Source: an optimization exercise on an open RTL-to-GDS flow (aim: small area, a short achievable clock period and few clock cycles per item). Production flows keep margins and buffers that such runs may drop. In this exercise RTL edits were held to simulation tests only and were not proved equivalent to the original. No activity file was given, so power comes from the tool's default toggle rates.

==> flow/design.v, too long to show whole: its modules and the start of the top module <==
// module booth_enc: 17 lines
// module modmul: 1118 lines
// module bfly_add1: 18 lines
// module bfly_red: 10 lines
// module g1_rom: 11 lines
// module ntt_core: 189 lines
module ntt_core #(
    parameter WIDTH = 24
)(
    input  wire          clk,
    input  wire          rst_n,
    input  wire          start,
    output reg           done,
    output reg  [7:0]    ram_addr_a,
    output reg           ram_we_a,
    output reg  [WIDTH-1:0] ram_wdata_a,
    input  wire [WIDTH-1:0] ram_rdata_a,
    output reg  [7:0]    ram_addr_b,
    output reg           ram_we_b,
    output reg  [WIDTH-1:0] ram_wdata_b,
    input  wire [WIDTH-1:0] ram_rdata_b
);
  // ...
==> flow/flow/run.sh <==
#!/bin/bash
# Layout flow: the standard ORFS flow (standard synthesis unchanged), with the
# setup repair aiming for more slack than the 10 ns clock needs, so that the
# resizer works on the design's real critical paths.
set -euo pipefail
MARGIN=$(cat flow/margin.txt)
bash standard.sh SETUP_SLACK_MARGIN=$MARGIN finish > standard.log 2>&1
==> flow/flow/margin.txt <==
6.5
==> flow/standard.sh <==
#!/bin/bash
# synth_recipe.tcl (not shown) runs the flow's synth.tcl, then flattens the netlist and writes it again
# the make line also repeats each setting of config.mk as NAME=value (left out here)
make -C /OpenROAD-flow-scripts/flow DESIGN_CONFIG=/design/flow/config.mk WORK_HOME=/design/flow/orfs CLKGATE_MAP_FILE= SYNTH_SCRIPT=/design/flow/synth_recipe.tcl "${@:-finish}"
==> flow/config.mk <==
export PLATFORM = sky130hd
export DESIGN_NAME = ntt_core
export DESIGN_NICKNAME = ntt_core
export VERILOG_FILES = /design/flow/design.v
export SDC_FILE = /design/flow/constraint.sdc
export NUM_CORES = 8
export LEC_CHECK = 0
export CAP_MARGIN = 20
export CORE_MARGIN = 2
export CORE_UTILIZATION = 40
export SLEW_MARGIN = 20
==> flow/constraint.sdc <==
create_clock -name core_clock -period 10.0 [get_ports {clk}]
set_input_delay 2.0000 -clock core_clock [delete_from_list [all_inputs] [get_ports {clk}]]
set_output_delay 2.0000 -clock core_clock [all_outputs]
set_load 0.01 [all_outputs]
==> results.sh, run 1 <==
export IMPL_placement_cell_area_mm2=0.04846
export IMPL_ys_warn_count=2
export IMPL_wl_met3_um=12180
export IMPL_clock_buffers=94
export IMPL_number_of_setup_violations_in_the_final_report=0
export IMPL_footprint_of_the_multi_input_gates_mm2=0.03083
export IMPL_non_clock_inverter_count=410
export IMPL_final_util_pct=44.83
export IMPL_sequential_cell_area_mm2=0.01281
export IMPL_crit_path_start_kind="flip-flop"
export IMPL_top_register="u_mul.p"
export IMPL_grt_busiest_layer="met2"
export IMPL_fraction_of_post_synthesis_cell_area_in_the_top_cell_type_by_area_pct=21.40
export IMPL_synth_area_per_cell_um2=8.651
export IMPL_comb_power_mw=7.02
export IMPL_pg_seq_mw=3.74
export IMPL_power_leakage_nw=21.23
export IMPL_syn_instance_count=5353
export IMPL_finalInstanceArea_mm2=0.05140
export IMPL_run_status="no timing/DRC/antenna violations"
export IMPL_maxUsedRoutingLayer="met5"
export IMPL_n_antenna_cell=5
export IMPL_crit_fanout=21
export IMPL_count_of_flip_flops_and_latches=604
export IMPL_seq_share_pct=24.92
export IMPL_avgRoutedWirePerCell_um=23.29
export IMPL_cp_depth=10
export IMPL_tritoncts_num_buffers=71
export IMPL_muxShareOfSynthArea_pct=3.123
export IMPL_ys_async_sr_fraction_pct=14.24
export IMPL_detailedRoute_firstPassIterationCount=6
export IMPL_core_area_mm2=0.1147
export IMPL_intPower_mw=7.681
export IMPL_largest_register_ffs=46
export IMPL_overflow=0
export IMPL_area_delta_synth_final_pct=10.99
export IMPL_hold_viol=0
Testbench counts, summed over its fixed seeds: cycles 29,240, transforms 24.
==> module ntt_core, before the edit <==
module ntt_core #(
    parameter WIDTH = 24
)(
    input  wire          clk,
    input  wire          rst_n,
    input  wire          start,
    output reg           done,
    output reg  [7:0]    ram_addr_a,
    output reg           ram_we_a,
    output reg  [WIDTH-1:0] ram_wdata_a,
    input  wire [WIDTH-1:0] ram_rdata_a,
    output reg  [7:0]    ram_addr_b,
    output reg           ram_we_b,
    output reg  [WIDTH-1:0] ram_wdata_b,
    input  wire [WIDTH-1:0] ram_rdata_b
);
    localparam [10:0] CC_LAST = 11'd1037;    
    reg        run;       
    reg        prm;       
    reg [10:0] cn;        
    reg [2:0]  pj;        
    reg [3:0]  pd;        
    reg [1:0]  pm;        
    wire idle = !run && !prm;
    function [7:0] pos;
        input [7:0] g;
        input [1:0] e;
        begin
            case (g[7:6])
                2'd0: pos = {e, g[5:0]};
                2'd1: pos = {g[5:4], e, g[3:0]};
                2'd2: pos = {g[5:2], e, g[1:0]};
                default: pos = {g[5:0], e};
            endcase
        end
    endfunction
    function [3:0] brv4;
        input [3:0] x;
        brv4 = {x[0], x[1], x[2], x[3]};
    endfunction
    wire [8:0]  kn   = cn[10:2];
    wire [8:0]  kw1  = kn - 9'd3;               
    wire [8:0]  kw2  = kn - 9'd4;               
    wire        rd_n = run && (kn[8] == 1'b0) && (cn[0] == 1'b0);
    wire        w1_n = run && (cn[1:0] == 2'd3) && (kn >= 9'd3) && (kw1[8] == 1'b0);
    wire        w2_n = run && (cn[1:0] == 2'd1) && (kn >= 9'd4) && (kw2[8] == 1'b0);
    wire [2:0]  pj_n   = (pj == 3'd5) ? 3'd0 : pj + 3'd1;
    wire        pf_end = (pj == 3'd5);
    wire        plast  = pf_end && (pd == 4'd8) && (pm == 2'd1);
    wire [3:0]  pd_n   = (pf_end && ((pd != 4'd8 && pm == 2'd3))) ? pd + 4'd1 : pd;
    wire [1:0]  pm_n   = pf_end ? ((pm == 2'd3 || (pd == 4'd8 && pm == 2'd1)) ? 2'd0 : pm + 2'd1) : pm;
    wire        sec_n  = pj_n[0];
    wire [3:0]  xa_n   = {pm_n, sec_n, 1'b0};
    wire [3:0]  xb_n   = {pm_n, sec_n, 1'b1};
    wire [3:0]  ya_n   = xa_n + pd_n;
    wire [3:0]  yb_n   = xb_n + pd_n;
    wire        useb_n = (pj_n[2:1] == 2'd1);     
    wire [7:0]  pa_n   = useb_n ? {ya_n, brv4(xa_n)} : {xa_n, brv4(ya_n)};
    wire [7:0]  pb_n   = useb_n ? {yb_n, brv4(xb_n)} : {xb_n, brv4(yb_n)};
    wire        pwe_n  = (pj_n >= 3'd2);
    reg  [22:0] V;                  
    reg  [22:0] H;                  
    reg  [24:0] SA, DA;             
    reg  [22:0] U1, U2, U3, U4, U5; 
    reg  [7:0]  tidx;               
    reg  [7:0]  tidxn;              
    reg  [22:0] Z;                  
    reg  [11:0] Wn, W1, W2;         
    wire [23:0] T;                  
    wire [24:0] SA_n, DA_n;
    wire [22:0] S_n, D_n;
    wire [22:0] z_rom;
    wire [11:0] zn, z1, z2;
    wire [1:0]  ph = cn[1:0] - 2'd1;     
    wire [22:0] S  = ram_wdata_a[22:0];    
    wire [22:0] D  = ram_wdata_b[22:0];
    wire [10:0] ci  = cn + 11'd2;
    wire [7:0]  gk  = ci[9:2];
    wire [7:0]  gz1 = (ci[1:0] == 2'd2) ? gk : gk - 8'd1;    
    wire [7:0]  gz2 = gk - 8'd2;                             
    reg  [7:0]  tidx_n;
    always @(*) begin
        if (!run) begin
            tidx_n = 8'd1;
        end else if (ci[0] == 1'b0) begin
            case (gz1[7:6])
                2'd0: tidx_n = 8'd1;
                2'd1: tidx_n = {6'b000001, gz1[5:4]};
                2'd2: tidx_n = {4'b0001, gz1[5:2]};
                default: tidx_n = {2'b01, gz1[5:0]};
            endcase
        end else begin
            case (gz2[7:6])
                2'd0: tidx_n = {7'b0000001, ci[1]};
                2'd1: tidx_n = {5'b00001, gz2[5:4], ci[1]};
                2'd2: tidx_n = {3'b001, gz2[5:2], ci[1]};
                default: tidx_n = {1'b1, gz2[5:0], ci[1]};
            endcase
        end
    end
    g1_rom u_rom (.k(tidx), .kn(tidxn), .z(z_rom));
    booth_enc u_enc (.b(Z), .bn(zn), .b1(z1), .b2(z2));
    modmul u_mul (.clk(clk), .a(V), .bn(Wn), .b1(W1), .b2(W2), .r(T));
    bfly_add1 u_as1 (.u(U1), .x(T), .s(SA_n), .d(DA_n));
    bfly_red  u_rs  (.a(SA), .r(S_n));
    bfly_red  u_rd  (.a(DA), .r(D_n));
    always @(posedge clk) begin
        tidx <= tidx_n;
        tidxn <= ~tidx_n;
        Z    <= z_rom;
        Wn   <= zn;
        W1   <= z1;
        W2   <= z2;
        SA   <= SA_n;
        DA   <= DA_n;
        if (ph == 2'd0) H <= D;
        case (ph)
            2'd1, 2'd3: V <= ram_rdata_b[22:0];
            2'd0:       V <= S;
            default:    V <= H;
        endcase
        U1 <= U2;
        U2 <= U3;
        U3 <= (ph == 2'd2) ? S : U4;
        U4 <= U5;
        U5 <= (ph == 2'd2) ? D : ram_rdata_a[22:0];
    end
    always @(posedge clk or negedge rst_n) begin
        if (!rst_n) begin
            run <= 1'b0; prm <= 1'b0; done <= 1'b0;
            cn <= 11'd1; pj <= 3'd0; pd <= 4'd1; pm <= 2'd0;
            ram_we_a <= 1'b0; ram_we_b <= 1'b0;
            ram_addr_a <= 8'd64; ram_addr_b <= 8'd192;
            ram_wdata_a <= {WIDTH{1'b0}}; ram_wdata_b <= {WIDTH{1'b0}};
        end else begin
            done <= 1'b0;
            if (prm) begin
                ram_wdata_a <= {1'b0, ram_rdata_a[22:0]};
                ram_wdata_b <= {1'b0, ram_rdata_b[22:0]};
            end else begin
                ram_wdata_a <= {1'b0, S_n};
                ram_wdata_b <= {1'b0, D_n};
            end
            if (idle) begin
                ram_we_a <= 1'b0; ram_we_b <= 1'b0;
                cn <= 11'd1;
                if (start) begin
                    run <= 1'b1;
                    cn <= 11'd2;
                end
            end else if (run) begin
                cn <= cn + 11'd1;
                if (cn == CC_LAST + 11'd1) begin
                    run <= 1'b0; prm <= 1'b1;
                    cn <= 11'd1;
                    pj <= 3'd0; pd <= 4'd1; pm <= 2'd0;
                    ram_we_a <= 1'b0; ram_we_b <= 1'b0;
                    ram_addr_a <= {4'd0, brv4(4'd1)};
                    ram_addr_b <= {4'd1, brv4(4'd2)};
                end else if (rd_n) begin
                    ram_we_a <= 1'b0; ram_we_b <= 1'b0;
                    ram_addr_a <= pos(kn[7:0], cn[1] ? 2'd0 : 2'd1);
                    ram_addr_b <= pos(kn[7:0], cn[1] ? 2'd2 : 2'd3);
                end else if (w1_n) begin
                    ram_we_a <= 1'b1; ram_we_b <= 1'b1;
                    ram_addr_a <= pos(kw1[7:0], 2'd0);
                    ram_addr_b <= pos(kw1[7:0], 2'd1);
                end else if (w2_n) begin
                    ram_we_a <= 1'b1; ram_we_b <= 1'b1;
                    ram_addr_a <= pos(kw2[7:0], 2'd2);
                    ram_addr_b <= pos(kw2[7:0], 2'd3);
                end else begin
                    ram_we_a <= 1'b0; ram_we_b <= 1'b0;
                end
            end else begin
                pj <= pj_n; pd <= pd_n; pm <= pm_n;
                if (plast) begin
                    prm <= 1'b0;
                    done <= 1'b1;
                    ram_we_a <= 1'b0; ram_we_b <= 1'b0;
                    ram_addr_a <= 8'd64; ram_addr_b <= 8'd192;
                end else begin
                    ram_we_a <= pwe_n; ram_we_b <= pwe_n;
                    ram_addr_a <= pa_n; ram_addr_b <= pb_n;
                end
            end
        end
    end
endmodule
==> inputs of run 2 (changes only) <==
--- a/flow/design.v
+++ b/flow/design.v
@@ -1298,4 +1298,11 @@
             default:    V <= H;
         endcase
+        if (prm) begin
+            ram_wdata_a <= {1'b0, ram_rdata_a[22:0]};
+            ram_wdata_b <= {1'b0, ram_rdata_b[22:0]};
+        end else begin
+            ram_wdata_a <= {1'b0, S_n};
+            ram_wdata_b <= {1'b0, D_n};
+        end
         U1 <= U2;
         U2 <= U3;
@@ -1310,14 +1317,6 @@
             ram_we_a <= 1'b0; ram_we_b <= 1'b0;
             ram_addr_a <= 8'd64; ram_addr_b <= 8'd192;
-            ram_wdata_a <= {WIDTH{1'b0}}; ram_wdata_b <= {WIDTH{1'b0}};
         end else begin
             done <= 1'b0;
-            if (prm) begin
-                ram_wdata_a <= {1'b0, ram_rdata_a[22:0]};
-                ram_wdata_b <= {1'b0, ram_rdata_b[22:0]};
-            end else begin
-                ram_wdata_a <= {1'b0, S_n};
-                ram_wdata_b <= {1'b0, D_n};
-            end
             if (idle) begin
                 ram_we_a <= 1'b0; ram_we_b <= 1'b0;
==> results.sh, run 2 <==
export IMPL_overflow=0
export IMPL_grt_pass1_wl_um=242800
export IMPL_ys_warn_count=2
export IMPL_layout_common_cells="516 x sky130_fd_sc_hd__dfxtp_1, 410 x sky130_fd_sc_hd__nand2_1, 390 x sky130_fd_sc_hd__inv_1"
export IMPL_synth_area_leaders="sky130_fd_sc_hd__dfxtp_1 24%, sky130_fd_sc_hd__fa_1 9.8%, sky130_fd_sc_hd__ha_1 8.9%"
export IMPL_route_detailed_vias_per_inst=5.973
export IMPL_max_freq_mhz=286.8
export IMPL_drt_initial_drc_count=4846
export IMPL_routedLengthMet1_um=67710
export IMPL_mostFrequentLayoutCell="sky130_fd_sc_hd__dfxtp_1"
export IMPL_min_delay_start="U3[3]"
export IMPL_ys_async_sr_fraction_pct=6.623
export IMPL_core_area_mm2=0.1140
export IMPL_cts_tree="built"
export IMPL_grt_pass1_vias=39530
export IMPL_timing_setup_critical_path_class="flip-flop to flip-flop"
export IMPL_max_slew_margin_rel_pct=33.06
export IMPL_route_met2_wl_um=72130
export IMPL_maxUsedRoutingLayer="met5"
export IMPL_timing_worst_slew_pin_value_ps=1004
export IMPL_globalplace_congestion=0.9656
export IMPL_die_h_um=342.7
export IMPL_final_nets=5848
export IMPL_worst_setup_path_startpoint="tidxn[0]"
export IMPL_placement_cell_area_mm2=0.04806
export IMPL_routed_vias=40730
export IMPL_slew_violations=0
export IMPL_netlist_area_mm2=0.04589
export IMPL_design_die_area_mm2=0.1175
export IMPL_rsz0062_at_grt="true"
export IMPL_synth_top_flop_cell="sky130_fd_sc_hd__dfxtp_1"
export IMPL_max_clock_path_buffers=3
export IMPL_detailedRoute_firstPassIterationCount=7
export IMPL_worstPathArrival_ps=3990
export IMPL_synth_area_per_cell_um2=8.573
export IMPL_min_period_over_period_pct=34.87
export IMPL_run_status="no timing/DRC/antenna violations"
export IMPL_ys_seq_elements=604
export IMPL_timing_setup_tns_ps=0
export IMPL_vdd_drop_max_mv=0.1678
export IMPL_fraction_of_post_synthesis_cell_area_in_the_top_cell_type_by_area_pct=23.60
export IMPL_finalHoldWorstSlack_ps=321.9
export IMPL_area_delta_synth_final_pct=10.98
export IMPL_min_period_ps=3487
export IMPL_cts_htree_levels=3
export IMPL_clock_latency_ps=650
export IMPL_layout_drive_gt1_share_pct=8.242
export IMPL_crit_fanout=24
export IMPL_crit_path_start_kind="flip-flop"
export IMPL_wl_met3_um=14010
export IMPL_r2r_start="tidxn[0]"
export IMPL_drc=0
export IMPL_netlist_cell_type_count=105
export IMPL_reg_top3="u_mul.p x46, u_mul.t1 x34, DA x25"
export IMPL_synth_commonest_cells="541 x sky130_fd_sc_hd__dfxtp_1, 412 x sky130_fd_sc_hd__nand2_1, 394 x sky130_fd_sc_hd__inv_1, 379 x sky130_fd_sc_hd__o21ai_0, 361 x sky130_fd_sc_hd__xnor2_1"
export IMPL_powerDensity_mw_per_mm2=230.4
export IMPL_port_buffers=113
export IMPL_largest_area_contributor_in_the_synthesized_netlist="sky130_fd_sc_hd__dfxtp_1"
export IMPL_worst_hold_path_num_cells=0
export IMPL_detailedPlacementHpwl_um=111900
export IMPL_clk_transition_reported_paths_ps=60
export IMPL_cts_root_buf="sky130_fd_sc_hd__clkbuf_16"
export IMPL_ff2ff_path_depth=10
export IMPL_finalInstanceArea_mm2=0.05093
export IMPL_cap_violations=0
export IMPL_io_pins=118
export IMPL_largest_register_ffs=46
export IMPL_route_final_wire_length_um=161500
export IMPL_antenna_violating_nets_post_route=0
export IMPL_number_of_hold_repair_buffers_added_at_the_cts_stage=0
export IMPL_die_width_um=342.7
export IMPL_top_register="u_mul.p"
export IMPL_avgRoutedWirePerCell_um=23.69
export IMPL_syn_instance_count=5353
export IMPL_number_of_setup_violations_in_the_final_report=0
export IMPL_power_leakage_nw=21.12
export IMPL_timing_clock_skew_ps=25.46
export IMPL_tritoncts_num_buffers=71
export IMPL_grtUsageTotal_pct=26.68
export IMPL_numClockSinks=604
export IMPL_hold_path_class="flip-flop to flip-flop"
export IMPL_grt_start_max_net_pins=96
export IMPL_power_mw=11.73
export IMPL_antenna_violations_before_repair=9
export IMPL_synth_yosys_seq_area_share_pct=27.30
export IMPL_critPathRequiredTime_ps=10500
export IMPL_cp_end_kind="flip-flop"
export IMPL_number_of_synthesized_flops_with_an_enable_pin=23
export IMPL_std_cell_rows=124
export IMPL_initial_utilization_pct=40.24
export IMPL_yosys_cell_count_top_type="sky130_fd_sc_hd__dfxtp_1"
export IMPL_hold_viol=0
## run 2: changes by cell type after synthesis, moves of 9 or more
cell,delta
sky130_fd_sc_hd__a21oi_1,-19
sky130_fd_sc_hd__a31oi_1,-12
sky130_fd_sc_hd__nor4_1,+9
sky130_fd_sc_hd__dfxtp_1,+46
sky130_fd_sc_hd__o21ai_0,+32
sky130_fd_sc_hd__nor2_1,+42
sky130_fd_sc_hd__dfrtp_1,-46
sky130_fd_sc_hd__xor2_1,+22
sky130_fd_sc_hd__a211oi_1,-12
sky130_fd_sc_hd__xnor2_1,-21
sky130_fd_sc_hd__a221oi_1,-10
sky130_fd_sc_hd__nor3_1,+21
## run 2: per-layer routing
layer | up-vias | GRT usage, %
met5 | - | 0
met4 | 6 | 12.85
met3 | 480 | 5.031
met2 | 2061 | 41.47
met1 | 19530 | 35.61
li1 | 18660 | -
## run 2: path summary, 6_finish.rpt
kind / slack, ps / to
worst min register to register: 320 / U2[3]
min in group asynchronous: 1500 / ram_addr_b[0]
worst min-delay path: 320 / U2[3]
max in group asynchronous: 7810 / cn[3]
worst max register to register: 6510 / Z[16]
worst max-delay path: 6510 / Z[16]
## run 2: cell type report
type	instances	area (um2)
repair buffers	217	1893
inverters	402	1529
clock buffers	90	1958
well taps	1512	1892
flip-flops and latches	604	12580
fillers	11230	63100
clock inverters	38	430.4
multi-input cells	3951	30640
diodes	5	12.51
## run 2: worst max-delay path, stage by stage, from the launching register on
cell	delay, ps
sky130_fd_sc_hd__dfxtp_1	300
sky130_fd_sc_hd__buf_4	350
sky130_fd_sc_hd__clkinvlp_4	260
sky130_fd_sc_hd__buf_12	180
sky130_fd_sc_hd__ha_4	390
sky130_fd_sc_hd__nand2b_1	430
sky130_fd_sc_hd__nand2_1	130
sky130_fd_sc_hd__mux4_2	530
sky130_fd_sc_hd__a211oi_1	310
sky130_fd_sc_hd__a211oi_1	90
sky130_fd_sc_hd__a21oi_1	350
## run 2: kinds of logic after synthesis
kind of cell / count (synthesis) / share of synthesized area [%]
buf+inv: 800 / 6.661
flops: 604 / 27.30
fa+ha+maj: 552 / 18.72
other cells: 1 / 0.008171
simple gates: 1224 / 12.43
compound gates: 1590 / 22.70
xor+xnor: 479 / 9.215
mux: 103 / 2.966
## run 2: power by group
group	internal, mW	total [mW]	switching (mW)
clock	1.52	2.64	1.12
sequential	3.14	3.66	0.520
combinational	2.30	5.43	3.13
## run 2: per-stage QoR
step / setup slack [ps] / std cells / util [%]
finish: 6513 / 6819 / 44.66
global placement: 5284 / 6669 / 42.15
CTS: 6504 / 6802 / 44.36
floorplan: 6510 / 5354 / -
global route: 6465 / 6818 / 44.66
detailed placement: 5311 / 6669 / 42.15
## run 2: what timing repair did
item,in CTS,in global routing
pin swaps,3,8
buffers inserted,5,11
gates cloned,0,1
resized for setup,115,47
setup endpoints to repair,156,59
Testbench counts of run 2, summed over its fixed seeds: cycles 29,240, transforms 24.
==> inputs of run 3 (changes only) <==
==> flow/flow/margin.txt (replaced) <==
6.6
==> results.sh, run 3 <==
export IMPL_critPathRequiredTime_ps=10510
export IMPL_crit_path_start_kind="flip-flop"
export IMPL_crit_fanout=22
export IMPL_io_pins=118
export IMPL_power_mw=11.82
export IMPL_route_final_wire_length_um=156400
export IMPL_design_die_area_mm2=0.1175
export IMPL_number_of_setup_violations_in_the_final_report=0
export IMPL_core_area_mm2=0.1140
export IMPL_layout_drive_gt1_share_pct=9.132
export IMPL_overflow=0
export IMPL_footprint_of_the_multi_input_gates_mm2=0.03078
export IMPL_post_synth_and_or_nand_nor_area_fraction_pct=12.43
export IMPL_final_fill_count=11090
export IMPL_compound_gate_portion_of_the_synthesized_area_pct=22.70
export IMPL_mostFrequentLayoutCell="sky130_fd_sc_hd__dfxtp_1"
export IMPL_grt_start_max_net_pins=95
export IMPL_ys_async_sr_fraction_pct=6.623
export IMPL_hold_viol=0
export IMPL_initial_utilization_pct=40.24
export IMPL_max_slew_margin_rel_pct=34.29
export IMPL_synth_fa_ha_area_share_pct=18.72
export IMPL_timing_worst_slew_pin_value_ps=985.7
export IMPL_std_cell_rows=124
export IMPL_cp_end_kind="flip-flop"
export IMPL_pwr_share_clk_pct=22.6
export IMPL_r2r_setup_slack_ps=6580
export IMPL_intPower_mw=7.056
export IMPL_drt_initial_drc_count=4652
export IMPL_net_sw_share_pct=40.28
export IMPL_timing_setup_tns_ps=0
export IMPL_antenna_violating_nets_post_route=0
export IMPL_largest_register_ffs=46
export IMPL_yosys_cell_count_top_type="sky130_fd_sc_hd__dfxtp_1"
export IMPL_routed_vias=40890
export IMPL_fraction_of_post_synthesis_cell_area_in_the_top_cell_type_by_area_pct=23.60
export IMPL_detailedRoute_firstPassIterationCount=7
export IMPL_die_h_um=342.7
export IMPL_p_switching_mw=4.760
export IMPL_powerDensity_mw_per_mm2=230.7
export IMPL_number_of_hold_repair_buffers_added_at_the_cts_stage=0
export IMPL_drc=0
export IMPL_clk_transition_reported_paths_ps=60
export IMPL_synth_area_per_cell_um2=8.573
export IMPL_ys_warn_count=2
export IMPL_netlist_area_mm2=0.04589
export IMPL_antenna_violations_before_repair=4
export IMPL_cap_violations=0
export IMPL_muxShareOfSynthArea_pct=2.966
export IMPL_post_layout_instance_count_excluding_filler_cells=6827
export IMPL_die_width_um=342.7
export IMPL_timing_clock_skew_ps=22.35
export IMPL_top_register="u_mul.p"
export IMPL_avgRoutedWirePerCell_um=22.90
export IMPL_area_delta_synth_final_pct=11.60
export IMPL_power_leakage_nw=21.19
export IMPL_hold_path_class="flip-flop to flip-flop"
export IMPL_final_nets=5857
export IMPL_cts_htree_levels=3
export IMPL_grt_pass1_wl_um=238300
export IMPL_layout_common_cells="505 x sky130_fd_sc_hd__dfxtp_1, 408 x sky130_fd_sc_hd__nand2_1, 389 x sky130_fd_sc_hd__inv_1"
export IMPL_netlist_cell_type_count=105
export IMPL_min_period_over_period_pct=34.21
export IMPL_clock_latency_ps=640
export IMPL_vdd_drop_max_mv=0.1725
export IMPL_reg_top3="u_mul.p x46, u_mul.t1 x34, DA x25"
export IMPL_synth_yosys_seq_area_share_pct=27.30
export IMPL_run_status="no timing/DRC/antenna violations"
export IMPL_cts_tree="built"
export IMPL_numClockSinks=604
export IMPL_number_of_synthesized_flops_with_an_enable_pin=23
export IMPL_max_freq_mhz=292.3
export IMPL_inst_count_dp=6665
export IMPL_cts_root_buf="sky130_fd_sc_hd__clkbuf_16"
export IMPL_grt_pass1_vias=39260
export IMPL_synth_top_flop_cell="sky130_fd_sc_hd__dfxtp_1"
export IMPL_route_detailed_vias_per_inst=5.989
export IMPL_detailedPlacementHpwl_um=108100
export IMPL_largest_area_contributor_in_the_synthesized_netlist="sky130_fd_sc_hd__dfxtp_1"
export IMPL_synth_commonest_cells="541 x sky130_fd_sc_hd__dfxtp_1, 412 x sky130_fd_sc_hd__nand2_1, 394 x sky130_fd_sc_hd__inv_1, 379 x sky130_fd_sc_hd__o21ai_0, 361 x sky130_fd_sc_hd__xnor2_1"
export IMPL_globalplace_congestion=1.047
export IMPL_ys_seq_elements=604
export IMPL_min_period_ps=3421
export IMPL_rsz0062_at_grt="true"
export IMPL_port_buffers=113
export IMPL_timing_setup_critical_path_class="flip-flop to flip-flop"
export IMPL_worstPathArrival_ps=3930
export IMPL_slew_violations=0
export IMPL_max_clock_path_buffers=3
export IMPL_dominant_combinational_cell_family_by_area_after_synthesis="compound AO/OA/AOI/OAI gates"
export IMPL_sequential_cell_area_mm2=0.01262
export IMPL_power_combinational_fraction_pct=46.3
export IMPL_tritoncts_num_buffers=70
export IMPL_synth_area_leaders="sky130_fd_sc_hd__dfxtp_1 24%, sky130_fd_sc_hd__fa_1 9.8%, sky130_fd_sc_hd__ha_1 8.9%"
export IMPL_grtUsageTotal_pct=25.98
export IMPL_syn_instance_count=5353
export IMPL_seq_power_share_pct=31.1
export IMPL_yosys_area_share_xor_xnor_pct=9.215
## run 3: cell counts after synthesis
No cell type changed its count.
## run 3: power groups by stage
stage,sequential [mW],combinational [mW],clock [mW]
after CTS,3.67,5.35,2.74
after floorplan,3.50,3.87,0
after global routing,3.74,6.06,2.84
after global placement,3.71,5.26,0
final,3.67,5.47,2.68
after detailed placement,3.71,5.28,0
## run 3: per-stage QoR
| stage | hold slack (ps) | instance area [um2] | setup WS [ps] | util (%) |
|---|---|---|---|---|
| final | 319.0 | 51210 | 6579 | 44.91 |
| after detailed placement | 312.1 | 48030 | 5877 | 42.12 |
| after global routing | 327.4 | 51210 | 6559 | 44.91 |
| after global placement | 310.4 | 48030 | 5900 | 42.12 |
| after floorplan | 309.6 | 45900 | 6631 | - |
| after CTS | 318.8 | 50670 | 6601 | 44.44 |
## run 3: metal layers
metal / vias to the layer above / GRT usage, % / wire length, um
li1: 18690 / - / -
met1: 19450 / 35.06 / 65850
met2: 2179 / 40.27 / 68430
met3: 563 / 4.699 / 13690
met4: 0 / 12.03 / 8394
met5: - / 0 / 0
## run 3: what timing repair did
action | in CTS | in global routing
setup buffers | 3 | 26
pin swaps | 6 | 17
gates resized for setup | 150 | 80
hold endpoints to repair | 0 | 0
endpoints found under the setup margin | 166 | 81
gates cloned | 0 | 2
## run 3: worst paths after layout
| kind | from | to | depth (start not counted) |
|---|---|---|---|
| min in group asynchronous | rst_n | pm[0] | 1 |
| worst min register to register | U3[6] | U2[6] | 0 |
| worst max register to register | tidx[0] | Z[5] | 11 |
| worst min-delay path | U3[6] | U2[6] | 0 |
| max in group asynchronous | rst_n | cn[2] | 1 |
| worst max-delay path | tidx[0] | Z[5] | 11 |
## run 3: logic make-up (layout without fill, tap and decap cells)
kind of cell / count (synthesis) / count (layout)
compound gates: 1590 / 1590
xor+xnor: 479 / 480
fa+ha+maj: 552 / 552
buf+inv: 800 / 756
flops: 604 / 604
mux: 103 / 103
other cells: 1 / 6
simple gates: 1224 / 1224
## run 3: worst max-delay path, stage by stage (launching register included)
cell,delay (ps)
sky130_fd_sc_hd__dfxtp_1,300
sky130_fd_sc_hd__buf_4,320
sky130_fd_sc_hd__clkinvlp_4,310
sky130_fd_sc_hd__ha_4,450
sky130_fd_sc_hd__inv_1,180
sky130_fd_sc_hd__nand2_2,270
sky130_fd_sc_hd__nand2_1,240
sky130_fd_sc_hd__nor2_1,230
sky130_fd_sc_hd__a211oi_1,90
sky130_fd_sc_hd__nor3_2,270
sky130_fd_sc_hd__a21oi_1,80
sky130_fd_sc_hd__mux4_2,510
## run 3: final cells by class
type,count,area share [%]
clock inverter,35,0.8966
antenna,4,0.01955
timing repair buffer,226,3.794
sequential,604,24.63
timing repair inverter,1,0.009773
inverter,402,2.993
tap,1512,3.694
clock buffer,92,3.858
multi-input combinational,3951,60.10

==> afterwards: timing with drivers on the ports <==
Ports are ideal in the flow. The routed layouts listed here were re-timed in OpenROAD.
Step 1: set_driving_cell puts a clkbuf_16 on clk and a buf_2 on each other input, an assumption about the parent block.
Step 2 adds t to the input delays and takes it off the output delays; t is the mean of the earliest and latest rising clock arrival at the registers after step 1. Input paths then give back, and output paths get back, about the clock's delay inside the block.
a / b / c = ideal ports / drivers / drivers and shift; a / b = the first two.
| run | shift t [ns] | slack for setup (ns) | pins driven straight from the clock port |
|---|---|---|---|
| run 1 | 0.687 | 6.516 / 6.499 / 6.516 | 1 |
| run 2 | 0.703 | 6.513 / 6.490 / 6.451 | 1 |
| run 3 | 0.704 | 6.579 / 6.570 / 6.423 | 1 |
After both steps setup and hold are still met in every run listed. For run 3, which loses most, drivers alone change the setup slack by -0.009 ns; drivers and shift together by -0.156 ns.
